This is an optimization exercise on Yosys and OpenROAD, whose aim is small area, a short achievable clock period and few clock cycles per item, not a production implementation.
Function was checked by simulation only, so behaviour that the tests miss may differ from the original.
Power figures rest on the tool's default switching activity, not on a simulated workload.

`flow/design.v`:
```
`timescale 1ns/1ps
module RGB2YUV (start, clk, rst_n, inportR, inportG, inportB, done, outportY, outportU, outportV);
	input start, clk, rst_n;
	input [8:0] inportR, inportG, inportB;
	output done;
	output [8:0] outportY, outportU, outportV;
	wire [8:0] y, u, v;
	wire n_inportR_0 = ~inportR[0];
	wire n_inportR_1 = ~inportR[1];
	wire n_inportR_2 = ~inportR[2];
	wire n_inportR_3 = ~inportR[3];
	wire n_inportR_4 = ~inportR[4];
	wire n_inportR_5 = ~inportR[5];
	wire n_inportR_6 = ~inportR[6];
	wire n_inportR_7 = ~inportR[7];
	wire s1;
	wire c2;
	FA fa_s1 (.a(inportR[2]), .b(inportR[0]), .c(n_inportR_4), .s(s1), .co(c2));
	wire s3;
	wire c4;
	FA fa_s3 (.a(inportR[3]), .b(inportR[1]), .c(n_inportR_5), .s(s3), .co(c4));
	wire g5;
	assign g5 = n_inportR_0 & 1'b1;
	wire g6;
	assign g6 = n_inportR_0 | 1'b1;
	wire g7;
	assign g7 = n_inportR_2 & inportR[0];
	wire g8;
	assign g8 = n_inportR_2 | inportR[0];
	wire g9;
	assign g9 = n_inportR_3 & inportR[1];
	wire g10;
	assign g10 = n_inportR_3 | inportR[1];
	wire g11;
	assign g11 = c2 & s3;
	wire g12;
	assign g12 = c2 | s3;
	wire g13;
	assign g13 = n_inportR_1 & g5;
	wire g14;
	assign g14 = n_inportR_1 & g6;
	wire g15;
	assign g15 = g8 & n_inportR_1;
	wire g16;
	assign g16 = g9 | (g10 & g7);
	wire g17;
	assign g17 = g10 & g8;
	wire g18;
	assign g18 = s1 & g9;
	wire g19;
	assign g19 = s1 & g10;
	wire g20;
	assign g20 = g12 & s1;
	wire g21;
	assign g21 = g7 | (g15 & g5);
	wire g22;
	assign g22 = g16 | (g17 & g13);
	wire g23;
	assign g23 = g17 & g14;
	wire g24;
	assign g24 = g18 | (g19 & g7);
	wire g25;
	assign g25 = g19 & g15;
	wire g26;
	assign g26 = g11 | (g20 & g16);
	wire g27;
	assign g27 = g20 & g17;
	wire g28;
	assign g28 = g24 | (g25 & g5);
	wire g29;
	assign g29 = g26 | (g27 & g13);
	wire n_inportG_0 = ~inportG[0];
	wire n_inportG_1 = ~inportG[1];
	wire n_inportG_2 = ~inportG[2];
	wire n_inportG_3 = ~inportG[3];
	wire n_inportG_4 = ~inportG[4];
	wire n_inportG_5 = ~inportG[5];
	wire n_inportG_6 = ~inportG[6];
	wire n_inportG_7 = ~inportG[7];
	wire s30;
	wire c31;
	FA fa_s30 (.a(1'b1), .b(n_inportG_2), .c(n_inportG_0), .s(s30), .co(c31));
	wire s32;
	wire c33;
	assign s32 = n_inportG_3 ^ n_inportG_1;
	assign c33 = n_inportG_3 & n_inportG_1;
	wire s34;
	wire c35;
	FA fa_s34 (.a(inportG[0]), .b(n_inportG_4), .c(n_inportG_2), .s(s34), .co(c35));
	wire s36;
	wire c37;
	FA fa_s36 (.a(inportG[1]), .b(n_inportG_5), .c(n_inportG_3), .s(s36), .co(c37));
	wire s38;
	wire c39;
	FA fa_s38 (.a(inportG[2]), .b(inportG[0]), .c(n_inportG_6), .s(s38), .co(c39));
	wire s40;
	wire c41;
	FA fa_s40 (.a(n_inportG_4), .b(c37), .c(s38), .s(s40), .co(c41));
	wire g42;
	assign g42 = n_inportG_0 & 1'b1;
	wire g43;
	assign g43 = n_inportG_0 | 1'b1;
	wire g44;
	assign g44 = c31 & s32;
	wire g45;
	assign g45 = c31 | s32;
	wire g46;
	assign g46 = c33 & s34;
	wire g47;
	assign g47 = c33 | s34;
	wire g48;
	assign g48 = c35 & s36;
	wire g49;
	assign g49 = c35 | s36;
	wire g50;
	assign g50 = n_inportG_1 & g42;
	wire g51;
	assign g51 = n_inportG_1 & g43;
	wire g52;
	assign g52 = s30 & n_inportG_1;
	wire g53;
	assign g53 = g45 & s30;
	wire g54;
	assign g54 = g46 | (g47 & g44);
	wire g55;
	assign g55 = g47 & g45;
	wire g56;
	assign g56 = g48 | (g49 & g46);
	wire g57;
	assign g57 = g49 & g47;
	wire g58;
	assign g58 = s40 & g48;
	wire g59;
	assign g59 = s40 & g49;
	wire g60;
	assign g60 = g52 & g42;
	wire g61;
	assign g61 = g44 | (g53 & g50);
	wire g62;
	assign g62 = g53 & g51;
	wire g63;
	assign g63 = g55 & g52;
	wire g64;
	assign g64 = g56 | (g57 & g44);
	wire g65;
	assign g65 = g57 & g53;
	wire g66;
	assign g66 = g58 | (g59 & g54);
	wire g67;
	assign g67 = g59 & g55;
	wire g68;
	assign g68 = g54 | (g63 & g42);
	wire g69;
	assign g69 = g64 | (g65 & g50);
	wire g70;
	assign g70 = g66 | (g67 & g60);
	wire n_inportB_0 = ~inportB[0];
	wire n_inportB_1 = ~inportB[1];
	wire n_inportB_2 = ~inportB[2];
	wire n_inportB_3 = ~inportB[3];
	wire n_inportB_4 = ~inportB[4];
	wire n_inportB_5 = ~inportB[5];
	wire n_inportB_6 = ~inportB[6];
	wire n_inportB_7 = ~inportB[7];
	wire s71;
	wire c72;
	FA fa_s71 (.a(inportB[2]), .b(1'b1), .c(n_inportB_0), .s(s71), .co(c72));
	wire s73;
	wire c74;
	assign s73 = inportB[3] ^ n_inportB_1;
	assign c74 = inportB[3] & n_inportB_1;
	wire s75;
	wire c76;
	FA fa_s75 (.a(inportB[4]), .b(n_inportB_2), .c(c74), .s(s75), .co(c76));
	wire s77;
	wire c78;
	FA fa_s77 (.a(inportB[5]), .b(inportB[0]), .c(n_inportB_3), .s(s77), .co(c78));
	wire s79;
	wire c80;
	FA fa_s79 (.a(inportB[6]), .b(inportB[1]), .c(n_inportB_4), .s(s79), .co(c80));
	wire s81;
	wire c82;
	FA fa_s81 (.a(inportB[7]), .b(inportB[2]), .c(n_inportB_5), .s(s81), .co(c82));
	wire g83;
	assign g83 = c72 & s73;
	wire g84;
	assign g84 = c72 | s73;
	wire g85;
	assign g85 = c76 & s77;
	wire g86;
	assign g86 = c76 | s77;
	wire g87;
	assign g87 = c78 & s79;
	wire g88;
	assign g88 = c78 | s79;
	wire g89;
	assign g89 = c80 & s81;
	wire g90;
	assign g90 = c80 | s81;
	wire g91;
	assign g91 = inportB[1] & inportB[0];
	wire g92;
	assign g92 = s71 & inportB[1];
	wire g93;
	assign g93 = g84 & s71;
	wire g94;
	assign g94 = s75 & g83;
	wire g95;
	assign g95 = s75 & g84;
	wire g96;
	assign g96 = g86 & s75;
	wire g97;
	assign g97 = g87 | (g88 & g85);
	wire g98;
	assign g98 = g88 & g86;
	wire g99;
	assign g99 = g89 | (g90 & g87);
	wire g100;
	assign g100 = g90 & g88;
	wire g101;
	assign g101 = g93 & g91;
	wire g102;
	assign g102 = g95 & g92;
	wire g103;
	assign g103 = g85 | (g96 & g83);
	wire g104;
	assign g104 = g96 & g93;
	wire g105;
	assign g105 = g97 | (g98 & g94);
	wire g106;
	assign g106 = g98 & g95;
	wire g107;
	assign g107 = g99 | (g100 & g85);
	wire g108;
	assign g108 = g100 & g96;
	wire g109;
	assign g109 = g107 | (g108 & g83);
	wire g110;
	assign g110 = g108 & g101;
	wire [8:0] sg_y;
	function [8:0] f_y;
		input [2:0] s;
		case (s)
			3'd0: f_y = 9'd494;
			3'd1: f_y = 9'd418;
			3'd2: f_y = 9'd344;
			3'd3: f_y = 9'd268;
			3'd4: f_y = 9'd465;
			3'd5: f_y = 9'd389;
			3'd6: f_y = 9'd315;
			3'd7: f_y = 9'd239;
			default: f_y = 9'd0;
		endcase
	endfunction
	assign sg_y = f_y({inportB[8], inportG[8], inportR[8]});
	wire s111;
	wire c112;
	FA fa_s111 (.a(inportR[4]), .b(inportR[2]), .c(inportG[3]), .s(s111), .co(c112));
	wire s113;
	wire c114;
	FA fa_s113 (.a(inportG[1]), .b(inportB[3]), .c(n_inportR_6), .s(s113), .co(c114));
	wire s115;
	wire c116;
	FA fa_s115 (.a(n_inportG_7), .b(n_inportG_5), .c(n_inportB_6), .s(s115), .co(c116));
	wire s117;
	wire c118;
	FA fa_s117 (.a(c4), .b(c39), .c(c82), .s(s117), .co(c118));
	wire s119;
	wire c120;
	FA fa_s119 (.a(sg_y[0]), .b(s111), .c(s113), .s(s119), .co(c120));
	wire s121;
	wire c122;
	FA fa_s121 (.a(s115), .b(s117), .c(c41), .s(s121), .co(c122));
	wire s123;
	wire c124;
	FA fa_s123 (.a(s119), .b(g29), .c(g109), .s(s123), .co(c124));
	wire s125;
	wire c126;
	FA fa_s125 (.a(inportR[5]), .b(inportR[3]), .c(inportG[4]), .s(s125), .co(c126));
	wire s127;
	wire c128;
	FA fa_s127 (.a(inportG[2]), .b(inportB[4]), .c(n_inportR_7), .s(s127), .co(c128));
	wire s129;
	wire c130;
	FA fa_s129 (.a(n_inportG_6), .b(n_inportB_7), .c(c112), .s(s129), .co(c130));
	wire s131;
	wire c132;
	FA fa_s131 (.a(c114), .b(c116), .c(sg_y[1]), .s(s131), .co(c132));
	wire s133;
	wire c134;
	FA fa_s133 (.a(s125), .b(s127), .c(c118), .s(s133), .co(c134));
	wire s135;
	wire c136;
	FA fa_s135 (.a(s129), .b(c120), .c(s131), .s(s135), .co(c136));
	wire s137;
	wire c138;
	FA fa_s137 (.a(c122), .b(s133), .c(s135), .s(s137), .co(c138));
	wire s139;
	wire c140;
	FA fa_s139 (.a(inportR[6]), .b(inportR[4]), .c(inportG[5]), .s(s139), .co(c140));
	wire s141;
	wire c142;
	FA fa_s141 (.a(inportG[3]), .b(inportB[5]), .c(n_inportG_7), .s(s141), .co(c142));
	wire s143;
	wire c144;
	FA fa_s143 (.a(c126), .b(c128), .c(sg_y[2]), .s(s143), .co(c144));
	wire s145;
	wire c146;
	FA fa_s145 (.a(s139), .b(s141), .c(c130), .s(s145), .co(c146));
	wire s147;
	wire c148;
	FA fa_s147 (.a(c132), .b(s143), .c(c134), .s(s147), .co(c148));
	wire s149;
	wire c150;
	FA fa_s149 (.a(s145), .b(c136), .c(s147), .s(s149), .co(c150));
	wire s151;
	wire c152;
	FA fa_s151 (.a(inportR[7]), .b(inportR[5]), .c(inportG[6]), .s(s151), .co(c152));
	wire s153;
	wire c154;
	FA fa_s153 (.a(inportG[4]), .b(inportB[6]), .c(c140), .s(s153), .co(c154));
	wire s155;
	wire c156;
	FA fa_s155 (.a(c142), .b(sg_y[3]), .c(s151), .s(s155), .co(c156));
	wire s157;
	wire c158;
	FA fa_s157 (.a(c144), .b(s153), .c(s155), .s(s157), .co(c158));
	wire s159;
	wire c160;
	FA fa_s159 (.a(c146), .b(s157), .c(c148), .s(s159), .co(c160));
	wire s161;
	wire c162;
	FA fa_s161 (.a(inportR[6]), .b(inportG[7]), .c(inportG[5]), .s(s161), .co(c162));
	wire s163;
	wire c164;
	FA fa_s163 (.a(inportB[7]), .b(c152), .c(sg_y[4]), .s(s163), .co(c164));
	wire s165;
	wire c166;
	FA fa_s165 (.a(s161), .b(c154), .c(c156), .s(s165), .co(c166));
	wire s167;
	wire c168;
	FA fa_s167 (.a(s163), .b(c158), .c(s165), .s(s167), .co(c168));
	wire s169;
	wire c170;
	FA fa_s169 (.a(inportR[7]), .b(inportG[6]), .c(c162), .s(s169), .co(c170));
	wire s171;
	wire c172;
	FA fa_s171 (.a(sg_y[5]), .b(c164), .c(s169), .s(s171), .co(c172));
	wire s173;
	wire c174;
	assign s173 = c166 ^ s171;
	assign c174 = c166 & s171;
	wire s175;
	wire c176;
	FA fa_s175 (.a(inportG[7]), .b(sg_y[6]), .c(c170), .s(s175), .co(c176));
	wire s177;
	wire c178;
	FA fa_s177 (.a(c172), .b(s175), .c(c174), .s(s177), .co(c178));
	wire s179;
	wire c180;
	assign s179 = sg_y[7] ^ c176;
	assign c180 = sg_y[7] & c176;
	reg [16:0] st_y;
	wire [16:0] nx_y = {g70, (sg_y[8] ^ c180), s179, c178, s177, s173, c168, s167, c160, s159, c150, s149, c138, s137, c124, s123, s121};
	wire g181;
	assign g181 = st_y[0] & st_y[1];
	wire g182;
	assign g182 = st_y[0] | st_y[1];
	wire g183;
	assign g183 = st_y[2] & st_y[3];
	wire g184;
	assign g184 = st_y[2] | st_y[3];
	wire g185;
	assign g185 = st_y[4] & st_y[5];
	wire g186;
	assign g186 = st_y[4] | st_y[5];
	wire g187;
	assign g187 = st_y[6] & st_y[7];
	wire g188;
	assign g188 = st_y[6] | st_y[7];
	wire g189;
	assign g189 = st_y[8] & st_y[9];
	wire g190;
	assign g190 = st_y[8] | st_y[9];
	wire g191;
	assign g191 = st_y[10] & st_y[11];
	wire g192;
	assign g192 = st_y[10] | st_y[11];
	wire g193;
	assign g193 = st_y[13] & st_y[14];
	wire g194;
	assign g194 = st_y[13] | st_y[14];
	wire g195;
	assign g195 = g181 | (g182 & st_y[16]);
	wire g196;
	assign g196 = g183 | (g184 & g181);
	wire g197;
	assign g197 = g184 & g182;
	wire g198;
	assign g198 = g185 | (g186 & g183);
	wire g199;
	assign g199 = g186 & g184;
	wire g200;
	assign g200 = g187 | (g188 & g185);
	wire g201;
	assign g201 = g188 & g186;
	wire g202;
	assign g202 = g189 | (g190 & g187);
	wire g203;
	assign g203 = g190 & g188;
	wire g204;
	assign g204 = g191 | (g192 & g189);
	wire g205;
	assign g205 = g192 & g190;
	wire g206;
	assign g206 = st_y[12] & g191;
	wire g207;
	assign g207 = st_y[12] & g192;
	wire g208;
	assign g208 = g194 & st_y[12];
	wire g209;
	assign g209 = g196 | (g197 & st_y[16]);
	wire g210;
	assign g210 = g198 | (g199 & g195);
	wire g211;
	assign g211 = g200 | (g201 & g196);
	wire g212;
	assign g212 = g201 & g197;
	wire g213;
	assign g213 = g202 | (g203 & g198);
	wire g214;
	assign g214 = g203 & g199;
	wire g215;
	assign g215 = g204 | (g205 & g200);
	wire g216;
	assign g216 = g205 & g201;
	wire g217;
	assign g217 = g206 | (g207 & g202);
	wire g218;
	assign g218 = g207 & g203;
	wire g219;
	assign g219 = g193 | (g208 & g204);
	wire g220;
	assign g220 = g208 & g205;
	wire g221;
	assign g221 = g211 | (g212 & st_y[16]);
	wire g222;
	assign g222 = g213 | (g214 & g195);
	wire g223;
	assign g223 = g215 | (g216 & g209);
	wire g224;
	assign g224 = g217 | (g218 & g210);
	wire g225;
	assign g225 = g219 | (g220 & g211);
	wire g226;
	assign g226 = g220 & g212;
	wire g227;
	assign g227 = g225 | (g226 & st_y[16]);
	assign y = {(st_y[15] ^ g227), (st_y[13] ^ st_y[14] ^ g224), (st_y[12] ^ g223), (st_y[10] ^ st_y[11] ^ g222), (st_y[8] ^ st_y[9] ^ g221), (st_y[6] ^ st_y[7] ^ g210), (st_y[4] ^ st_y[5] ^ g209), (st_y[2] ^ st_y[3] ^ g195), (st_y[0] ^ st_y[1] ^ st_y[16])};
	wire s228;
	wire c229;
	FA fa_s228 (.a(inportR[4]), .b(inportR[2]), .c(inportR[0]), .s(s228), .co(c229));
	wire s230;
	wire c231;
	FA fa_s230 (.a(inportR[5]), .b(inportR[3]), .c(inportR[1]), .s(s230), .co(c231));
	wire s232;
	wire c233;
	FA fa_s232 (.a(inportR[6]), .b(inportR[4]), .c(inportR[2]), .s(s232), .co(c233));
	wire s234;
	wire c235;
	FA fa_s234 (.a(1'b1), .b(n_inportR_0), .c(c231), .s(s234), .co(c235));
	wire s236;
	wire c237;
	FA fa_s236 (.a(inportR[7]), .b(inportR[5]), .c(inportR[3]), .s(s236), .co(c237));
	wire s238;
	wire c239;
	FA fa_s238 (.a(n_inportR_1), .b(c233), .c(s236), .s(s238), .co(c239));
	wire g240;
	assign g240 = inportR[2] & inportR[0];
	wire g241;
	assign g241 = inportR[2] | inportR[0];
	wire g242;
	assign g242 = inportR[3] & inportR[1];
	wire g243;
	assign g243 = inportR[3] | inportR[1];
	wire g244;
	assign g244 = c229 & s230;
	wire g245;
	assign g245 = c229 | s230;
	wire g246;
	assign g246 = s232 & s234;
	wire g247;
	assign g247 = s232 | s234;
	wire g248;
	assign g248 = c235 & s238;
	wire g249;
	assign g249 = c235 | s238;
	wire g250;
	assign g250 = inportR[1] & inportR[0];
	wire g251;
	assign g251 = g241 & inportR[1];
	wire g252;
	assign g252 = g242 | (g243 & g240);
	wire g253;
	assign g253 = g243 & g241;
	wire g254;
	assign g254 = s228 & g242;
	wire g255;
	assign g255 = s228 & g243;
	wire g256;
	assign g256 = g245 & s228;
	wire g257;
	assign g257 = g246 | (g247 & g244);
	wire g258;
	assign g258 = g247 & g245;
	wire g259;
	assign g259 = g248 | (g249 & g246);
	wire g260;
	assign g260 = g249 & g247;
	wire g261;
	assign g261 = g253 & g250;
	wire g262;
	assign g262 = g254 | (g255 & g240);
	wire g263;
	assign g263 = g255 & g251;
	wire g264;
	assign g264 = g244 | (g256 & g252);
	wire g265;
	assign g265 = g256 & g253;
	wire g266;
	assign g266 = g257 | (g258 & g254);
	wire g267;
	assign g267 = g258 & g255;
	wire g268;
	assign g268 = g259 | (g260 & g244);
	wire g269;
	assign g269 = g260 & g256;
	wire g270;
	assign g270 = g266 | (g267 & g240);
	wire g271;
	assign g271 = g268 | (g269 & g252);
	wire g272;
	assign g272 = g269 & g261;
	wire s273;
	wire c274;
	FA fa_s273 (.a(1'b1), .b(n_inportG_2), .c(n_inportG_0), .s(s273), .co(c274));
	wire s275;
	wire c276;
	assign s275 = n_inportG_3 ^ n_inportG_1;
	assign c276 = n_inportG_3 & n_inportG_1;
	wire s277;
	wire c278;
	FA fa_s277 (.a(1'b1), .b(n_inportG_4), .c(n_inportG_2), .s(s277), .co(c278));
	wire s279;
	wire c280;
	FA fa_s279 (.a(n_inportG_0), .b(c276), .c(s277), .s(s279), .co(c280));
	wire s281;
	wire c282;
	FA fa_s281 (.a(n_inportG_5), .b(n_inportG_3), .c(n_inportG_1), .s(s281), .co(c282));
	wire s283;
	wire c284;
	FA fa_s283 (.a(c278), .b(s281), .c(c280), .s(s283), .co(c284));
	wire g285;
	assign g285 = n_inportG_0 & 1'b1;
	wire g286;
	assign g286 = n_inportG_0 | 1'b1;
	wire g287;
	assign g287 = c274 & s275;
	wire g288;
	assign g288 = c274 | s275;
	wire g289;
	assign g289 = n_inportG_1 & g285;
	wire g290;
	assign g290 = n_inportG_1 & g286;
	wire g291;
	assign g291 = s273 & n_inportG_1;
	wire g292;
	assign g292 = g288 & s273;
	wire g293;
	assign g293 = s279 & g287;
	wire g294;
	assign g294 = s279 & g288;
	wire g295;
	assign g295 = s283 & s279;
	wire g296;
	assign g296 = g291 & g285;
	wire g297;
	assign g297 = g287 | (g292 & g289);
	wire g298;
	assign g298 = g292 & g290;
	wire g299;
	assign g299 = g294 & g291;
	wire g300;
	assign g300 = g295 & g287;
	wire g301;
	assign g301 = g295 & g292;
	wire g302;
	assign g302 = g293 | (g299 & g285);
	wire g303;
	assign g303 = g300 | (g301 & g289);
	wire [8:0] sg_u;
	function [8:0] f_u;
		input [2:0] s;
		case (s)
			3'd0: f_u = 9'd492;
			3'd1: f_u = 9'd364;
			3'd2: f_u = 9'd23;
			3'd3: f_u = 9'd407;
			3'd4: f_u = 9'd64;
			3'd5: f_u = 9'd448;
			3'd6: f_u = 9'd107;
			3'd7: f_u = 9'd491;
			default: f_u = 9'd0;
		endcase
	endfunction
	assign sg_u = f_u({inportG[8], inportR[8], inportB[8]});
	wire s304;
	wire c305;
	FA fa_s304 (.a(inportB[1]), .b(inportR[6]), .c(inportR[4]), .s(s304), .co(c305));
	wire s306;
	wire c307;
	FA fa_s306 (.a(n_inportR_2), .b(n_inportG_6), .c(n_inportG_4), .s(s306), .co(c307));
	wire s308;
	wire c309;
	FA fa_s308 (.a(n_inportG_2), .b(c237), .c(c282), .s(s308), .co(c309));
	wire s310;
	wire c311;
	FA fa_s310 (.a(sg_u[0]), .b(s304), .c(s306), .s(s310), .co(c311));
	wire s312;
	wire c313;
	FA fa_s312 (.a(c239), .b(s308), .c(s310), .s(s312), .co(c313));
	wire s314;
	wire c315;
	FA fa_s314 (.a(c284), .b(s312), .c(g271), .s(s314), .co(c315));
	wire s316;
	wire c317;
	FA fa_s316 (.a(inportB[2]), .b(inportR[7]), .c(inportR[5]), .s(s316), .co(c317));
	wire s318;
	wire c319;
	FA fa_s318 (.a(n_inportR_3), .b(n_inportG_7), .c(n_inportG_5), .s(s318), .co(c319));
	wire s320;
	wire c321;
	FA fa_s320 (.a(n_inportG_3), .b(c305), .c(c307), .s(s320), .co(c321));
	wire s322;
	wire c323;
	FA fa_s322 (.a(sg_u[1]), .b(s316), .c(s318), .s(s322), .co(c323));
	wire s324;
	wire c325;
	FA fa_s324 (.a(c309), .b(s320), .c(c311), .s(s324), .co(c325));
	wire s326;
	wire c327;
	FA fa_s326 (.a(s322), .b(c313), .c(s324), .s(s326), .co(c327));
	wire s328;
	wire c329;
	FA fa_s328 (.a(inportB[3]), .b(inportR[6]), .c(n_inportR_4), .s(s328), .co(c329));
	wire s330;
	wire c331;
	FA fa_s330 (.a(n_inportG_6), .b(n_inportG_4), .c(c317), .s(s330), .co(c331));
	wire s332;
	wire c333;
	FA fa_s332 (.a(c319), .b(sg_u[2]), .c(s328), .s(s332), .co(c333));
	wire s334;
	wire c335;
	FA fa_s334 (.a(c321), .b(s330), .c(c323), .s(s334), .co(c335));
	wire s336;
	wire c337;
	FA fa_s336 (.a(s332), .b(c325), .c(s334), .s(s336), .co(c337));
	wire s338;
	wire c339;
	FA fa_s338 (.a(inportB[4]), .b(inportR[7]), .c(n_inportR_5), .s(s338), .co(c339));
	wire s340;
	wire c341;
	FA fa_s340 (.a(n_inportG_7), .b(n_inportG_5), .c(c329), .s(s340), .co(c341));
	wire s342;
	wire c343;
	FA fa_s342 (.a(sg_u[3]), .b(s338), .c(c331), .s(s342), .co(c343));
	wire s344;
	wire c345;
	FA fa_s344 (.a(s340), .b(c333), .c(s342), .s(s344), .co(c345));
	wire s346;
	wire c347;
	FA fa_s346 (.a(c335), .b(s344), .c(c337), .s(s346), .co(c347));
	wire s348;
	wire c349;
	FA fa_s348 (.a(inportB[5]), .b(n_inportR_6), .c(n_inportG_6), .s(s348), .co(c349));
	wire s350;
	wire c351;
	FA fa_s350 (.a(c339), .b(sg_u[4]), .c(s348), .s(s350), .co(c351));
	wire s352;
	wire c353;
	FA fa_s352 (.a(c341), .b(s350), .c(c343), .s(s352), .co(c353));
	wire s354;
	wire c355;
	assign s354 = c345 ^ s352;
	assign c355 = c345 & s352;
	wire s356;
	wire c357;
	FA fa_s356 (.a(inportB[6]), .b(n_inportR_7), .c(n_inportG_7), .s(s356), .co(c357));
	wire s358;
	wire c359;
	FA fa_s358 (.a(c349), .b(sg_u[5]), .c(s356), .s(s358), .co(c359));
	wire s360;
	wire c361;
	FA fa_s360 (.a(c351), .b(s358), .c(c353), .s(s360), .co(c361));
	wire s362;
	wire c363;
	FA fa_s362 (.a(inportB[7]), .b(c357), .c(sg_u[6]), .s(s362), .co(c363));
	wire s364;
	wire c365;
	assign s364 = c359 ^ s362;
	assign c365 = c359 & s362;
	wire s366;
	wire c367;
	FA fa_s366 (.a(sg_u[7]), .b(c363), .c(c365), .s(s366), .co(c367));
	reg [14:0] st_u;
	wire [14:0] nx_u = {g303, (sg_u[8] ^ c367), s366, s364, c361, s360, c355, s354, c347, s346, s336, c327, s326, c315, s314};
	wire g368;
	assign g368 = st_u[1] & st_u[2];
	wire g369;
	assign g369 = st_u[1] | st_u[2];
	wire g370;
	assign g370 = st_u[3] & st_u[4];
	wire g371;
	assign g371 = st_u[3] | st_u[4];
	wire g372;
	assign g372 = st_u[6] & st_u[7];
	wire g373;
	assign g373 = st_u[6] | st_u[7];
	wire g374;
	assign g374 = st_u[8] & st_u[9];
	wire g375;
	assign g375 = st_u[8] | st_u[9];
	wire g376;
	assign g376 = st_u[10] & st_u[11];
	wire g377;
	assign g377 = st_u[10] | st_u[11];
	wire g378;
	assign g378 = st_u[0] & st_u[14];
	wire g379;
	assign g379 = g369 & st_u[0];
	wire g380;
	assign g380 = g370 | (g371 & g368);
	wire g381;
	assign g381 = g371 & g369;
	wire g382;
	assign g382 = st_u[5] & g370;
	wire g383;
	assign g383 = st_u[5] & g371;
	wire g384;
	assign g384 = g373 & st_u[5];
	wire g385;
	assign g385 = g374 | (g375 & g372);
	wire g386;
	assign g386 = g375 & g373;
	wire g387;
	assign g387 = g376 | (g377 & g374);
	wire g388;
	assign g388 = g377 & g375;
	wire g389;
	assign g389 = st_u[12] & g376;
	wire g390;
	assign g390 = st_u[12] & g377;
	wire g391;
	assign g391 = g368 | (g379 & st_u[14]);
	wire g392;
	assign g392 = g380 | (g381 & g378);
	wire g393;
	assign g393 = g382 | (g383 & g368);
	wire g394;
	assign g394 = g383 & g379;
	wire g395;
	assign g395 = g372 | (g384 & g380);
	wire g396;
	assign g396 = g384 & g381;
	wire g397;
	assign g397 = g385 | (g386 & g382);
	wire g398;
	assign g398 = g386 & g383;
	wire g399;
	assign g399 = g387 | (g388 & g372);
	wire g400;
	assign g400 = g388 & g384;
	wire g401;
	assign g401 = g389 | (g390 & g385);
	wire g402;
	assign g402 = g390 & g386;
	wire g403;
	assign g403 = g393 | (g394 & st_u[14]);
	wire g404;
	assign g404 = g395 | (g396 & g378);
	wire g405;
	assign g405 = g397 | (g398 & g391);
	wire g406;
	assign g406 = g399 | (g400 & g392);
	wire g407;
	assign g407 = g401 | (g402 & g393);
	wire g408;
	assign g408 = g402 & g394;
	wire g409;
	assign g409 = g407 | (g408 & st_u[14]);
	assign u = {(st_u[13] ^ g409), (st_u[12] ^ g406), (st_u[10] ^ st_u[11] ^ g405), (st_u[8] ^ st_u[9] ^ g404), (st_u[6] ^ st_u[7] ^ g403), (st_u[5] ^ g392), (st_u[3] ^ st_u[4] ^ g391), (st_u[1] ^ st_u[2] ^ g378), (st_u[0] ^ st_u[14])};
	wire s410;
	wire c411;
	FA fa_s410 (.a(inportG[4]), .b(inportG[2]), .c(inportG[0]), .s(s410), .co(c411));
	wire s412;
	wire c413;
	FA fa_s412 (.a(inportG[5]), .b(inportG[3]), .c(inportG[1]), .s(s412), .co(c413));
	wire s414;
	wire c415;
	FA fa_s414 (.a(inportG[6]), .b(inportG[4]), .c(inportG[2]), .s(s414), .co(c415));
	wire s416;
	wire c417;
	FA fa_s416 (.a(inportG[7]), .b(inportG[5]), .c(inportG[3]), .s(s416), .co(c417));
	wire s418;
	wire c419;
	FA fa_s418 (.a(1'b1), .b(n_inportG_0), .c(c415), .s(s418), .co(c419));
	wire g420;
	assign g420 = inportG[2] & inportG[0];
	wire g421;
	assign g421 = inportG[2] | inportG[0];
	wire g422;
	assign g422 = inportG[3] & inportG[1];
	wire g423;
	assign g423 = inportG[3] | inportG[1];
	wire g424;
	assign g424 = c411 & s412;
	wire g425;
	assign g425 = c411 | s412;
	wire g426;
	assign g426 = c413 & s414;
	wire g427;
	assign g427 = c413 | s414;
	wire g428;
	assign g428 = s416 & s418;
	wire g429;
	assign g429 = s416 | s418;
	wire g430;
	assign g430 = inportG[1] & inportG[0];
	wire g431;
	assign g431 = g421 & inportG[1];
	wire g432;
	assign g432 = g422 | (g423 & g420);
	wire g433;
	assign g433 = g423 & g421;
	wire g434;
	assign g434 = s410 & g422;
	wire g435;
	assign g435 = s410 & g423;
	wire g436;
	assign g436 = g425 & s410;
	wire g437;
	assign g437 = g426 | (g427 & g424);
	wire g438;
	assign g438 = g427 & g425;
	wire g439;
	assign g439 = g428 | (g429 & g426);
	wire g440;
	assign g440 = g429 & g427;
	wire g441;
	assign g441 = g433 & g430;
	wire g442;
	assign g442 = g434 | (g435 & g420);
	wire g443;
	assign g443 = g435 & g431;
	wire g444;
	assign g444 = g424 | (g436 & g432);
	wire g445;
	assign g445 = g436 & g433;
	wire g446;
	assign g446 = g437 | (g438 & g434);
	wire g447;
	assign g447 = g438 & g435;
	wire g448;
	assign g448 = g439 | (g440 & g424);
	wire g449;
	assign g449 = g440 & g436;
	wire g450;
	assign g450 = g446 | (g447 & g420);
	wire g451;
	assign g451 = g448 | (g449 & g432);
	wire g452;
	assign g452 = g449 & g441;
	wire s453;
	wire c454;
	FA fa_s453 (.a(1'b1), .b(n_inportB_2), .c(n_inportB_0), .s(s453), .co(c454));
	wire s455;
	wire c456;
	assign s455 = n_inportB_3 ^ n_inportB_1;
	assign c456 = n_inportB_3 & n_inportB_1;
	wire s457;
	wire c458;
	FA fa_s457 (.a(n_inportB_4), .b(n_inportB_2), .c(c456), .s(s457), .co(c458));
	wire s459;
	wire c460;
	FA fa_s459 (.a(n_inportB_5), .b(n_inportB_3), .c(c458), .s(s459), .co(c460));
	wire g461;
	assign g461 = n_inportB_0 & 1'b1;
	wire g462;
	assign g462 = n_inportB_0 | 1'b1;
	wire g463;
	assign g463 = c454 & s455;
	wire g464;
	assign g464 = c454 | s455;
	wire g465;
	assign g465 = n_inportB_1 & g461;
	wire g466;
	assign g466 = n_inportB_1 & g462;
	wire g467;
	assign g467 = s453 & n_inportB_1;
	wire g468;
	assign g468 = g464 & s453;
	wire g469;
	assign g469 = s457 & g463;
	wire g470;
	assign g470 = s457 & g464;
	wire g471;
	assign g471 = s459 & s457;
	wire g472;
	assign g472 = g467 & g461;
	wire g473;
	assign g473 = g463 | (g468 & g465);
	wire g474;
	assign g474 = g468 & g466;
	wire g475;
	assign g475 = g470 & g467;
	wire g476;
	assign g476 = g471 & g463;
	wire g477;
	assign g477 = g471 & g468;
	wire g478;
	assign g478 = g469 | (g475 & g461);
	wire g479;
	assign g479 = g476 | (g477 & g465);
	wire [8:0] sg_v;
	function [8:0] f_v;
		input [2:0] s;
		case (s)
			3'd0: f_v = 9'd492;
			3'd1: f_v = 9'd364;
			3'd2: f_v = 9'd87;
			3'd3: f_v = 9'd471;
			3'd4: f_v = 9'd0;
			3'd5: f_v = 9'd384;
			3'd6: f_v = 9'd107;
			3'd7: f_v = 9'd491;
			default: f_v = 9'd0;
		endcase
	endfunction
	assign sg_v = f_v({inportB[8], inportG[8], inportR[8]});
	wire s480;
	wire c481;
	FA fa_s480 (.a(inportR[1]), .b(inportG[6]), .c(inportG[4]), .s(s480), .co(c481));
	wire s482;
	wire c483;
	FA fa_s482 (.a(n_inportG_1), .b(n_inportB_6), .c(n_inportB_4), .s(s482), .co(c483));
	wire s484;
	wire c485;
	FA fa_s484 (.a(c417), .b(sg_v[0]), .c(s480), .s(s484), .co(c485));
	wire s486;
	wire c487;
	FA fa_s486 (.a(s482), .b(c419), .c(s484), .s(s486), .co(c487));
	wire s488;
	wire c489;
	FA fa_s488 (.a(c460), .b(s486), .c(g479), .s(s488), .co(c489));
	wire s490;
	wire c491;
	FA fa_s490 (.a(inportR[2]), .b(inportG[7]), .c(inportG[5]), .s(s490), .co(c491));
	wire s492;
	wire c493;
	FA fa_s492 (.a(n_inportG_2), .b(n_inportB_7), .c(n_inportB_5), .s(s492), .co(c493));
	wire s494;
	wire c495;
	FA fa_s494 (.a(c481), .b(c483), .c(sg_v[1]), .s(s494), .co(c495));
	wire s496;
	wire c497;
	FA fa_s496 (.a(s490), .b(s492), .c(c485), .s(s496), .co(c497));
	wire s498;
	wire c499;
	FA fa_s498 (.a(s494), .b(c487), .c(s496), .s(s498), .co(c499));
	wire s500;
	wire c501;
	FA fa_s500 (.a(inportR[3]), .b(inportG[6]), .c(n_inportG_3), .s(s500), .co(c501));
	wire s502;
	wire c503;
	FA fa_s502 (.a(n_inportB_6), .b(c491), .c(c493), .s(s502), .co(c503));
	wire s504;
	wire c505;
	FA fa_s504 (.a(sg_v[2]), .b(s500), .c(c495), .s(s504), .co(c505));
	wire s506;
	wire c507;
	FA fa_s506 (.a(s502), .b(c497), .c(s504), .s(s506), .co(c507));
	wire s508;
	wire c509;
	FA fa_s508 (.a(inportR[4]), .b(inportG[7]), .c(n_inportG_4), .s(s508), .co(c509));
	wire s510;
	wire c511;
	FA fa_s510 (.a(n_inportB_7), .b(c501), .c(sg_v[3]), .s(s510), .co(c511));
	wire s512;
	wire c513;
	FA fa_s512 (.a(s508), .b(c503), .c(s510), .s(s512), .co(c513));
	wire s514;
	wire c515;
	FA fa_s514 (.a(c505), .b(s512), .c(c507), .s(s514), .co(c515));
	wire s516;
	wire c517;
	FA fa_s516 (.a(inportR[5]), .b(n_inportG_5), .c(c509), .s(s516), .co(c517));
	wire s518;
	wire c519;
	FA fa_s518 (.a(sg_v[4]), .b(c511), .c(s516), .s(s518), .co(c519));
	wire s520;
	wire c521;
	assign s520 = c513 ^ s518;
	assign c521 = c513 & s518;
	wire s522;
	wire c523;
	FA fa_s522 (.a(inportR[6]), .b(n_inportG_6), .c(sg_v[5]), .s(s522), .co(c523));
	wire s524;
	wire c525;
	FA fa_s524 (.a(c517), .b(s522), .c(c519), .s(s524), .co(c525));
	wire s526;
	wire c527;
	FA fa_s526 (.a(inportR[7]), .b(n_inportG_7), .c(sg_v[6]), .s(s526), .co(c527));
	wire s528;
	wire c529;
	assign s528 = c523 ^ s526;
	assign c529 = c523 & s526;
	wire s530;
	wire c531;
	FA fa_s530 (.a(sg_v[7]), .b(c527), .c(c529), .s(s530), .co(c531));
	reg [14:0] st_v;
	wire [14:0] nx_v = {g451, (sg_v[8] ^ c531), s530, s528, c525, s524, c521, s520, c515, s514, s506, c499, s498, c489, s488};
	wire g532;
	assign g532 = st_v[1] & st_v[2];
	wire g533;
	assign g533 = st_v[1] | st_v[2];
	wire g534;
	assign g534 = st_v[3] & st_v[4];
	wire g535;
	assign g535 = st_v[3] | st_v[4];
	wire g536;
	assign g536 = st_v[6] & st_v[7];
	wire g537;
	assign g537 = st_v[6] | st_v[7];
	wire g538;
	assign g538 = st_v[8] & st_v[9];
	wire g539;
	assign g539 = st_v[8] | st_v[9];
	wire g540;
	assign g540 = st_v[10] & st_v[11];
	wire g541;
	assign g541 = st_v[10] | st_v[11];
	wire g542;
	assign g542 = st_v[0] & st_v[14];
	wire g543;
	assign g543 = g533 & st_v[0];
	wire g544;
	assign g544 = g534 | (g535 & g532);
	wire g545;
	assign g545 = g535 & g533;
	wire g546;
	assign g546 = st_v[5] & g534;
	wire g547;
	assign g547 = st_v[5] & g535;
	wire g548;
	assign g548 = g537 & st_v[5];
	wire g549;
	assign g549 = g538 | (g539 & g536);
	wire g550;
	assign g550 = g539 & g537;
	wire g551;
	assign g551 = g540 | (g541 & g538);
	wire g552;
	assign g552 = g541 & g539;
	wire g553;
	assign g553 = st_v[12] & g540;
	wire g554;
	assign g554 = st_v[12] & g541;
	wire g555;
	assign g555 = g532 | (g543 & st_v[14]);
	wire g556;
	assign g556 = g544 | (g545 & g542);
	wire g557;
	assign g557 = g546 | (g547 & g532);
	wire g558;
	assign g558 = g547 & g543;
	wire g559;
	assign g559 = g536 | (g548 & g544);
	wire g560;
	assign g560 = g548 & g545;
	wire g561;
	assign g561 = g549 | (g550 & g546);
	wire g562;
	assign g562 = g550 & g547;
	wire g563;
	assign g563 = g551 | (g552 & g536);
	wire g564;
	assign g564 = g552 & g548;
	wire g565;
	assign g565 = g553 | (g554 & g549);
	wire g566;
	assign g566 = g554 & g550;
	wire g567;
	assign g567 = g557 | (g558 & st_v[14]);
	wire g568;
	assign g568 = g559 | (g560 & g542);
	wire g569;
	assign g569 = g561 | (g562 & g555);
	wire g570;
	assign g570 = g563 | (g564 & g556);
	wire g571;
	assign g571 = g565 | (g566 & g557);
	wire g572;
	assign g572 = g566 & g558;
	wire g573;
	assign g573 = g571 | (g572 & st_v[14]);
	assign v = {(st_v[13] ^ g573), (st_v[12] ^ g570), (st_v[10] ^ st_v[11] ^ g569), (st_v[8] ^ st_v[9] ^ g568), (st_v[6] ^ st_v[7] ^ g567), (st_v[5] ^ g556), (st_v[3] ^ st_v[4] ^ g555), (st_v[1] ^ st_v[2] ^ g542), (st_v[0] ^ st_v[14])};
	assign done = start;
	always @(posedge clk or negedge rst_n) begin
		if (!rst_n) begin
			st_y <= 17'd0;
			st_u <= 15'd0;
			st_v <= 15'd0;
		end else if (start) begin
			st_y <= nx_y;
			st_u <= nx_u;
			st_v <= nx_v;
		end
	end
	assign outportY = y;
	assign outportU = u;
	assign outportV = v;
endmodule
module FA (a, b, c, s, co);
	input a, b, c;
	output s, co;
	assign s = a ^ b ^ c;
	assign co = (a & b) | (a & c) | (b & c);
endmodule
```
`flow/flow/run.sh`:
```
#!/bin/bash
# The standard layout (standard.sh), except that the port buffers are
# sky130_fd_sc_hd__buf_1 cells rather than ORFS's default delay buffers, and timing
# repair aims for 5.5 ns of setup slack. Each run's output goes to its own log.
set -euo pipefail
export BUFFER_PORTS_ARGS="-buffer_cell sky130_fd_sc_hd__buf_1"
export SETUP_SLACK_MARGIN=5.5
bash standard.sh synth > synth.log 2>&1
bash standard.sh > layout.log 2>&1
```
`flow/standard.sh`:
```
#!/bin/bash
# synth_recipe.tcl (not shown) runs the flow's synth.tcl, then flattens the netlist and writes it again
# the make line also repeats each setting of config.mk as NAME=value (left out here)
make -C /OpenROAD-flow-scripts/flow DESIGN_CONFIG=/design/flow/config.mk WORK_HOME=/design/flow/orfs CLKGATE_MAP_FILE= SYNTH_SCRIPT=/design/flow/synth_recipe.tcl "${@:-finish}"
```
`flow/config.mk`:
```
export PLATFORM = sky130hd
export DESIGN_NAME = RGB2YUV
export DESIGN_NICKNAME = RGB2YUV
export VERILOG_FILES = /design/flow/design.v
export SDC_FILE = /design/flow/constraint.sdc
export NUM_CORES = 4
export LEC_CHECK = 0
export CAP_MARGIN = 20
export CORE_MARGIN = 2
export CORE_UTILIZATION = 55
export SLEW_MARGIN = 20
export SYNTH_HIERARCHICAL = 1
export SYNTH_MINIMUM_KEEP_SIZE = 0
```
`flow/constraint.sdc`:
```
create_clock -name core_clock -period 10.0 [get_ports {clk}]
set_input_delay 2.0000 -clock core_clock [delete_from_list [all_inputs] [get_ports {clk}]]
set_output_delay 2.0000 -clock core_clock [all_outputs]
set_load 0.01 [all_outputs]
```
==> tab_implementation.tex, run 1 <==
\begin{tabular}{lr}
\hline
Metric & Value \\
\hline
\multicolumn{2}{l}{\textbf{Status}} \\
Status & complete, no violations \\
\multicolumn{2}{l}{\textbf{Cells and area}} \\
Final Instance Count excl. Fillers & 755 \\
Number of fill cells in the layout & 913 \\
Area growth syn-to-layout & 12.4\% \\
Most common cell after layout, fill and taps aside & fa\_1 \\
ANT cells & 0 \\
Fraction of layout instances using a drive strength above 1 & 0.135 \\
Layout net count & 817 \\
Commonest cells after routing, fill and taps aside & 106 x fa\_1, 71 x inv\_1, 53 x ha\_1 \\
\multicolumn{2}{l}{\textbf{Worst setup path}} \\
Family with the most delay on the worst path & adder cells \\
Critical path buffer and inverter count & 2 \\
Library cell contributing the largest single delay on the critical path & fa\_1 \\
Worst Path Max Fanout & 5 \\
Start of the worst register-to-register path & st\_y[12] \\
Reg-to-reg critical path endpoint & st\_y[12] \\
Most prevalent standard cell on the critical path & fa\_1 \\
Biggest cell delay along the critical path & 470 ps \\
Worst path required time & 10210 ps \\
Series of cell instances along the critical path & buf\_4 > clkinvlp\_4 > fa\_2 > fa\_1 > fa\_1 > fa\_2 > fa\_1 > mux2\_2 \\
FF-to-FF setup slack & 9120 ps \\
Worst Path Class, Setup & input pin to flop \\
Worst Path Arrival & 4670 ps \\
Number of cells traversed by the worst register-to-register path & 1 \\
Startpoint types & input pin \\
Endpoint kind of the worst setup timing path & flop \\
\multicolumn{2}{l}{\textbf{Detailed routing}} \\
Detailed-routing iteration count for the pre-antenna-repair pass & 4 \\
Total number of vias & 4130 \\
Number of remaining DRC errors & 0 \\
Initial drt markers & 270 \\
Detail Route Antenna Nets & 0 \\
Drt via density & 5.47 \\
DRT Wirelength & 13700 microns \\
Per-cell routed wire length & 18.1 microns \\
\multicolumn{2}{l}{\textbf{CTS}} \\
CTS clk-pin slew, worst paths & 90 ps \\
Root buffer cell & clkbuf\_8 \\
Clock tree from TritonCTS & yes \\
Count of clock tree sinks & 47 \\
CTS H-tree lvls & 2 \\
Clock buffer depth & 2 \\
Number of clock buffers inserted by TritonCTS & 5 \\
Hold Buf Count CTS & 0 \\
Source-to-sink clock delay at the later pin of the worst-skew pair & 300 ps \\
\multicolumn{2}{l}{\textbf{STA}} \\
RSZ-0062 raised after global routing & yes \\
FMAX & 224 MHz \\
Final setup fails & 0 \\
PnR worst setup slack & 5540 ps \\
Remaining max-slew budget at the tightest pin & 0.511 \\
Fraction of the cycle the final worst path needs & 0.446 \\
Hold violation total from the final report & 0 \\
Count of pins over their slew limit & 0 \\
Final worst path period need & 4460 ps \\
Final worst clock skew & 0 ps \\
Transition time at the pin with the least slew margin & 733 ps \\
Fin Setup TNS & 0 ps \\
\multicolumn{2}{l}{\textbf{Yosys}} \\
Yosys reg bits & 47 \\
Fraction of post-synthesis cell area in the top cell type by area & 0.399 \\
Number of different library cells in the post-synthesis netlist & 44 \\
Mean area per synthesized cell & 11.1 sq um \\
Count of flip-flops with a built-in enable after synthesis & 0 \\
Gate count of the mapped netlist & 539 \\
Number of synthesis warnings & 7 \\
Part of the Yosys area used for sequential elements & 0.197 \\
Async set-or-reset flop fraction in the synthesized netlist & 1.00 \\
Ranking of synthesized cells by area & fa\_1 40\%, dfrtp\_1 20\%, ha\_1 11\% \\
Post-synth top area cell & fa\_1 \\
Post-synthesis instance area & 5960 sq um \\
Most used DFF post-synth & dfrtp\_1 \\
\multicolumn{2}{l}{\textbf{Worst hold path}} \\
Cell count of the worst hold path & 1 \\
Hold\_sp & st\_y[15] \\
Hold crit path type & flop to flop \\
End point of the worst hold path & st\_y[15] \\
\multicolumn{2}{l}{\textbf{Power}} \\
Max rail drop VDD & 141 uV \\
PwrDens & 205 nW/um\^{}2 \\
Leakage power total & 2.98 nW \\
\multicolumn{2}{l}{\textbf{Global route}} \\
Overall global routing resource usage & 0.262 \\
First-pass GRT wire length & 22900 microns \\
Pin count of the biggest net entering global routing & 85 \\
Via count of the first global-routing pass & 4374 \\
Congestion Overflow GR & 0 \\
Initial antenna violation count & 0 \\
\multicolumn{2}{l}{\textbf{Place}} \\
Pre-CTS setup slack & 4540 ps \\
Half-perimeter wire length after detailed placement & 11400 microns \\
Global placer's final weighted congestion & 0.887 \\
Number of buffers inserted by port buffering & 57 \\
Placed Cells incl. Taps & 733 \\
\multicolumn{2}{l}{\textbf{Run}} \\
Number of violations of the max-capacitance limit & 0 \\
\multicolumn{2}{l}{\textbf{Floorplan}} \\
Initial core utilization & 0.557 \\
Die boundary width & 108 microns \\
Total number of placement rows & 38 \\
Core Region & 10700 sq um \\
Number of top-level pins & 58 \\
Die Height & 108 microns \\
Area of the die & 11700 sq um \\
\hline
\end{tabular}
layout make-up:
class / count / area, sq um / share of cell area
Inverter: 79 / 323 / 0.0482
Timing Repair Buffer: 73 / 407 / 0.0607
Sequential cell: 47 / 1180 / 0.176
Clock buffer: 7 / 86.3 / 0.0129
Tap cell: 140 / 175 / 0.0261
Multi-Input combinational cell: 408 / 4530 / 0.675
Clock inverter: 1 / 8.76 / 0.00131
what timing repair did:
action / 4_1_cts / 5_1_grt
gates resized for setup: 36 / 15
setup endpoints to repair: 31 / 9
buffers inserted: 12 / 2
per-stage QoR:
| stage | power (W) | area [sq um] | hold WS (ps) | util |
|---|---|---|---|---|
| finish | 0.00137 | 6700 | 547 | 0.626 |
| global route | 0.00153 | 6700 | 559 | 0.626 |
| CTS | 0.00139 | 6630 | 552 | 0.620 |
| detailed placement | 0.00125 | 6380 | 532 | 0.596 |
| global placement | 0.00122 | 6380 | 516 | 0.596 |
| floorplan | 0.000971 | 6020 | 482 | - |
state kept, by name, indices dropped and copies added, names as in the netlist:
register	count
st_y	17
st_v	15
st_u	15
per-layer routing:
layer | share of wire | GRT usage
met1 | 0.46 | 0.394
met2 | 0.46 | 0.406
met3 | 0.067 | 0.0506
met4 | 0.0089 | 0.0449
met5 | 0 | 0
report_power, final:
| part | switching, W | internal (W) |
|---|---|---|
| Clock | 0.0000686 | 0.0000568 |
| Sequential | 0.0000551 | 0.000264 |
| Combinational | 0.000515 | 0.000411 |
kinds of logic after synthesis:
| group | Yosys count | synth area share |
|---|---|---|
| multiplexers | 12 | 0.0220 |
| other | 1 | 0.000629 |
| adder cells (fa/ha/maj) | 178 | 0.522 |
| buffers and inverters | 90 | 0.0573 |
| AND/OR/NAND/NOR | 93 | 0.0715 |
| flip-flops | 47 | 0.197 |
| AO/OA/AOI/OAI | 92 | 0.0913 |
| XOR/XNOR | 26 | 0.0382 |
Yosys stat by module, one instance, submodules excluded:
module   cells  flip-flops and latches  cell area, sq um
RGB2YUV    421                      47              3600
FA           1                       0              20.0
worst max-delay path by stage:
stage	from	endpoint	cells past startpoint
2_1_floorplan	inportG[7]	st_u[5]	7
3_3_place_gp	inportG[4]	st_u[5]	8
3_5_place_dp	inportG[5]	st_u[5]	8
4_1_cts	inportB[2]	st_u[5]	7
5_1_grt	inportB[2]	st_u[5]	7
6_report	inportG[1]	st_v[5]	8
synth_stat cells (2+ instances only):
master and count:
nand3_1 2, o22ai_1 3, nor3_1 7, o31ai_1 3
ha_1 54, o311ai_0 3, fa_1 119, nand2_1 47
nor2_1 14, a22oi_1 3, maj3_2 3, mux2_2 9
maj3_1 2, clkbuf_1 8, a221oi_1 3, nand4_1 3
inv_1 79, and3b_1 2, nor4_1 2, o21ai_0 46
a21oi_1 17, nor2b_1 5, o21bai_1 5, dfrtp_1 47
xor2_1 10, mux2i_1 3, buf_1 2, xnor2_1 16
or3_1 2, nand2b_1 3, and3_1 4
Testbench counts, summed over its fixed seeds: cycles 3,208, items 3,200.
==> run 2, diff against run 1 <==
==> flow/run.sh (new file) <==
#!/bin/bash
# synth_recipe.tcl (not shown) runs the flow's synth.tcl, then flattens the netlist and writes it again
# the make line also repeats each setting of config.mk as NAME=value (left out here)
make -C /OpenROAD-flow-scripts/flow DESIGN_CONFIG=/design/flow/config.mk WORK_HOME=/design/flow/orfs CLKGATE_MAP_FILE= SYNTH_SCRIPT=/design/flow/synth_recipe.tcl finish
--- a/flow/config.mk
+++ b/flow/config.mk
@@ -10,2 +10,3 @@
 export CORE_UTILIZATION = 55
+export SETUP_SLACK_MARGIN = 5
 export SLEW_MARGIN = 20
removed: flow/flow/run.sh
removed: flow/standard.sh
==> run 2 against run 1 <==
  * Clock power is 4% lower
  * Global-route usage hardly changed
  * Area after synthesis stayed put
  * Still clean
  * Critical endpoint is now st_u[5]
  * Sequential power hardly changed
  * Utilization is 0.94 points higher
  * Largest cell class unchanged
==> tab_implementation.tex, run 2 <==
\begin{tabular}{lr}
\hline
Metric & Value \\
\hline
\multicolumn{2}{l}{\textbf{Yosys}} \\
Ranking of synthesized cells by area & fa\_1 40\%, dfrtp\_1 20\%, ha\_1 11\% (unchanged) \\
Mean area per synthesized cell & 11.1 sq um (unchanged) \\
Count of flip-flops with a built-in enable after synthesis & 0 (unchanged) \\
Async set-or-reset flop fraction in the synthesized netlist & 1.00 (unchanged) \\
Yosys reg bits & 47 (unchanged) \\
Gate count of the mapped netlist & 539 (unchanged) \\
Top-count cell post-synth & fa\_1 (unchanged) \\
Most used DFF post-synth & dfrtp\_1 (unchanged) \\
Number of synthesis warnings & 7 (unchanged) \\
Fraction of post-synthesis cell area in the top cell type by area & 0.399 (unchanged) \\
Post-synth top area cell & fa\_1 (unchanged) \\
Number of different library cells in the post-synthesis netlist & 44 (unchanged) \\
Most frequent cells after synthesis & 119 x fa\_1, 79 x inv\_1, 54 x ha\_1 (unchanged) \\
Post-synthesis instance area & 5960 sq um (unchanged) \\
Part of the Yosys area used for sequential elements & 0.197 (unchanged) \\
\multicolumn{2}{l}{\textbf{CTS}} \\
Root buffer cell & clkbuf\_8 (unchanged) \\
Source-to-sink clock delay at the later pin of the worst-skew pair & 320 ps (was 300 ps) \\
Number of clock buffers inserted by TritonCTS & 5 (unchanged) \\
Clock buffer depth & 2 (unchanged) \\
CTS clk-pin slew, worst paths & 100 ps (was 90 ps) \\
CTS H-tree lvls & 2 (unchanged) \\
Clock tree from TritonCTS & yes (unchanged) \\
Count of clock tree sinks & 47 (unchanged) \\
Hold Buf Count CTS & 0 (unchanged) \\
\multicolumn{2}{l}{\textbf{Place}} \\
Half-perimeter wire length after detailed placement & 11300 microns (was 11400 microns) \\
Number of buffers inserted by port buffering & 57 (unchanged) \\
Placed Cells incl. Taps & 733 (unchanged) \\
Pre-CTS setup slack & 4250 ps (was 4540 ps) \\
Global placer's final weighted congestion & 0.929 (was 0.887) \\
\multicolumn{2}{l}{\textbf{Floorplan}} \\
Die boundary width & 108 microns (unchanged) \\
Area of the die & 11700 sq um (unchanged) \\
Total number of placement rows & 38 (unchanged) \\
Die Height & 108 microns (unchanged) \\
Initial core utilization & 0.557 (unchanged) \\
Number of top-level pins & 58 (unchanged) \\
Core Region & 10700 sq um (unchanged) \\
\multicolumn{2}{l}{\textbf{Worst setup path}} \\
Critical path buffer and inverter count & 1 (was 2) \\
Biggest cell delay along the critical path & 590 ps (was 470 ps) \\
Worst path required time & 10210 ps (about the same) \\
Library cell contributing the largest single delay on the critical path & dlygate4sd2\_1 (was fa\_1) \\
Worst Path Class, Setup & input pin to flop (unchanged) \\
Family with the most delay on the worst path & adder cells (unchanged) \\
Endpoint kind of the worst setup timing path & flop (unchanged) \\
Series of cell instances along the critical path & dlygate4sd2\_1 > fa\_1 > fa\_1 > fa\_1 > fa\_1 > fa\_1 > mux2\_2 (was buf\_4 > clkinvlp\_4 > fa\_2 > fa\_1 > fa\_1 > fa\_2 > fa\_1 > mux2\_2) \\
Startpoint types & input pin (unchanged) \\
Worst Path Arrival & 5140 ps (was 4670 ps) \\
Most prevalent standard cell on the critical path & fa\_1 (unchanged) \\
Worst Path Max Fanout & 7 (was 5) \\
\multicolumn{2}{l}{\textbf{Status}} \\
Status & complete, no violations (unchanged) \\
\multicolumn{2}{l}{\textbf{Detailed routing}} \\
Number of remaining DRC errors & 0 (unchanged) \\
Per-cell routed wire length & 18.2 microns (was 18.1 microns) \\
Detailed-routing iteration count for the pre-antenna-repair pass & 4 (unchanged) \\
Total number of vias & 4051 (was 4130) \\
Drt via density & 5.43 (was 5.47) \\
Detail Route Antenna Nets & 0 (unchanged) \\
DRT Wirelength & 13600 microns (was 13700 microns) \\
Initial drt markers & 198 (was 270) \\
\multicolumn{2}{l}{\textbf{Cells and area}} \\
Final standard cell utilization of the core & 0.636 (was 0.626) \\
ANT cells & 0 (unchanged) \\
Register bank with the most flops & st\_y (unchanged) \\
Most common cell after layout, fill and taps aside & fa\_1 (unchanged) \\
Fraction of layout instances using a drive strength above 1 & 0.0660 (was 0.135) \\
Area taken by flip-flops and latches & 1180 sq um (unchanged) \\
Commonest cells after routing, fill and taps aside & 119 x fa\_1, 74 x inv\_1, 54 x ha\_1 (was 106 x fa\_1, 71 x inv\_1, 53 x ha\_1) \\
Largest registers & st\_y x17, st\_u x15, st\_v x15 (unchanged) \\
Number of fill cells in the layout & 910 (was 913) \\
Max reg flops & 17 (unchanged) \\
Final Instance Count excl. Fillers & 746 (was 755) \\
Area growth syn-to-layout & 14.1\% (was 12.4\%) \\
Layout net count & 808 (was 817) \\
Combined area of the multi-input logic cells & 4470 sq um (was 4530 sq um) \\
\multicolumn{2}{l}{\textbf{Global route}} \\
Congestion Overflow GR & 0 (unchanged) \\
Via count of the first global-routing pass & 4338 (was 4374) \\
Met3 Usage GRT & 0.0621 (was 0.0506) \\
Pin count of the biggest net entering global routing & 85 (unchanged) \\
Most Crowded Layer GR & met2 (unchanged) \\
First-pass GRT wire length & 22900 microns (about the same) \\
Initial antenna violation count & 0 (unchanged) \\
Met1 routing resource usage after global routing & 0.385 (was 0.394) \\
Overall global routing resource usage & 0.262 (about the same) \\
Met2 track demand over resource in global routing & 0.404 (was 0.406) \\
\multicolumn{2}{l}{\textbf{Power}} \\
Clock group share of total power & 0.079 (was 0.091) \\
Internal Dissipation & 0.000879 W (was 0.000732 W) \\
Reported net switching power & 0.000641 W (was 0.000639 W) \\
Sequential share of power & 0.209 (was 0.233) \\
PwrDens & 223 nW/um\^{}2 (was 205 nW/um\^{}2) \\
Share of total power consumed by net switching & 0.422 (was 0.466) \\
Max rail drop VDD & 187 uV (was 141 uV) \\
Combinational group share of total power & 0.712 (was 0.675) \\
Leakage power total & 3.09 nW (was 2.98 nW) \\
\multicolumn{2}{l}{\textbf{STA}} \\
Remaining max-slew budget at the tightest pin & 0.497 (was 0.511) \\
RSZ-0062 raised after global routing & yes (unchanged) \\
Fraction of the cycle the final worst path needs & 0.493 (was 0.446) \\
Hold violation total from the final report & 0 (unchanged) \\
FMAX & 203 MHz (was 224 MHz) \\
Transition time at the pin with the least slew margin & 754 ps (was 733 ps) \\
Final setup fails & 0 (unchanged) \\
Final worst clock skew & 0 ps (unchanged) \\
Fin Setup TNS & 0 ps (unchanged) \\
Final worst path period need & 4930 ps (was 4460 ps) \\
PnR worst setup slack & 5070 ps (was 5540 ps) \\
Count of pins over their slew limit & 0 (unchanged) \\
\multicolumn{2}{l}{\textbf{Run}} \\
Number of violations of the max-capacitance limit & 0 (unchanged) \\
\multicolumn{2}{l}{\textbf{Worst hold path}} \\
Hold crit path type & flop to flop (unchanged) \\
\hline
\end{tabular}
[run 2: cell counts after synthesis]
Identical to the previous run, type by type.
[run 2: logic make-up (layout without fill, tap and decap cells)]
| group | Yosys count | after routing | share of synthesized area |
|---|---|---|---|
| adders and majority gates | 178 | 178 | 0.522 |
| buffers and inverters | 90 | 151 | 0.0573 |
| and+or+nand+nor | 93 | 93 | 0.0715 |
| xor gates and xnor gates | 26 | 26 | 0.0382 |
| other | 1 | 7 | 0.000629 |
| AOI/OAI and AO/OA | 92 | 92 | 0.0913 |
| muxes | 12 | 12 | 0.0220 |
| DFF | 47 | 47 | 0.197 |
[run 2: path summary, 6_finish.rpt]
check                      startpoint       end  slack, ps  cells after the start
setup / recovery           inportR[7]   st_u[5]       5070                      7
hold / removal               st_y[15]  st_y[15]        540                      1
setup reg to reg             st_y[12]  st_y[12]       9130                      1
hold reg to reg              st_y[15]  st_y[15]        540                      1
max in group asynchronous       rst_n   st_u[7]       7790                      2
min in group asynchronous       rst_n  st_v[10]       1770                      2
[run 2: modules after synthesis, one instance, submodules excluded]
module	flip-flops and latches	cell area, sq um	cells
RGB2YUV	47	3600	421
FA	0	20.0	1
[run 2: metal layers]
layer / vias to the layer above / wire [microns]
met5: - / 0
met3: 10 / 1070
met1: 2041 / 6060
met2: 136 / 6320
met4: 0 / 149
li1: 1864 / -
[run 2: layout make-up]
type                       instances  area share
tap                              140      0.0258
clock buffer                       6      0.0107
sequential                        47       0.173
clock inverter                     2     0.00184
multi-input combinational        408       0.657
inverter                          79      0.0456
timing repair buffer              64      0.0863
[run 2: metrics by stage]
stage               cell area [sq um]  hold WS, ps  total power (W)
floorplan                        5990          482         0.000969
global placement                 6690          513          0.00139
detailed placement               6690          519          0.00141
CTS                              6810          540          0.00154
global route                     6800          568          0.00168
finish                           6800          539          0.00152
[run 2: power by group through the flow]
stage          Clock, W  Sequential, W  Combinational, W
6_report       0.000120       0.000318           0.00108
3_5_place_dp          0       0.000323           0.00108
5_1_grt        0.000132       0.000328           0.00122
4_1_cts        0.000125       0.000318           0.00110
2_1_floorplan         0       0.000307          0.000662
3_3_place_gp          0       0.000317           0.00108
[run 2: timing repair]
item,4_1_cts,5_1_grt
gates resized for setup,22,20
pin swaps,0,0
endpoints found under the hold margin,0,0
buffers inserted,5,0
setup endpoints to repair,11,9

==> port drivers added, routing unchanged <==
In the flow no input, the clock included, has a driving cell. The finished layouts below were timed again as built, in two steps.
Step 1 sets driving cells, clkbuf_16 on the clock port and buf_2 on the other inputs (assumed; they add their load-dependent delay and slew).
Step 2 adds t to the input delays and takes it off the output delays; t is the mean of the earliest and latest rising clock arrival at the registers after step 1. Input paths then give back, and output paths get back, about the clock's delay inside the block.
a / b / c = ideal ports / drivers / drivers and shift; a / b = the first two.
run | t (ns) | setup WS [ns] | worst data-port slew with drivers (ns) | cell pins on the clock port's net
run 1 | 0.343 | 5.537 / 5.545 / 5.202 | 0.05 | 1
run 2 | 0.351 | 5.073 / 5.085 / 4.734 | 0.04 | 1
After both steps every run listed still meets setup and hold. For run 2, which loses most, drivers alone change the setup slack by +0.012 ns; drivers and shift together by -0.339 ns.
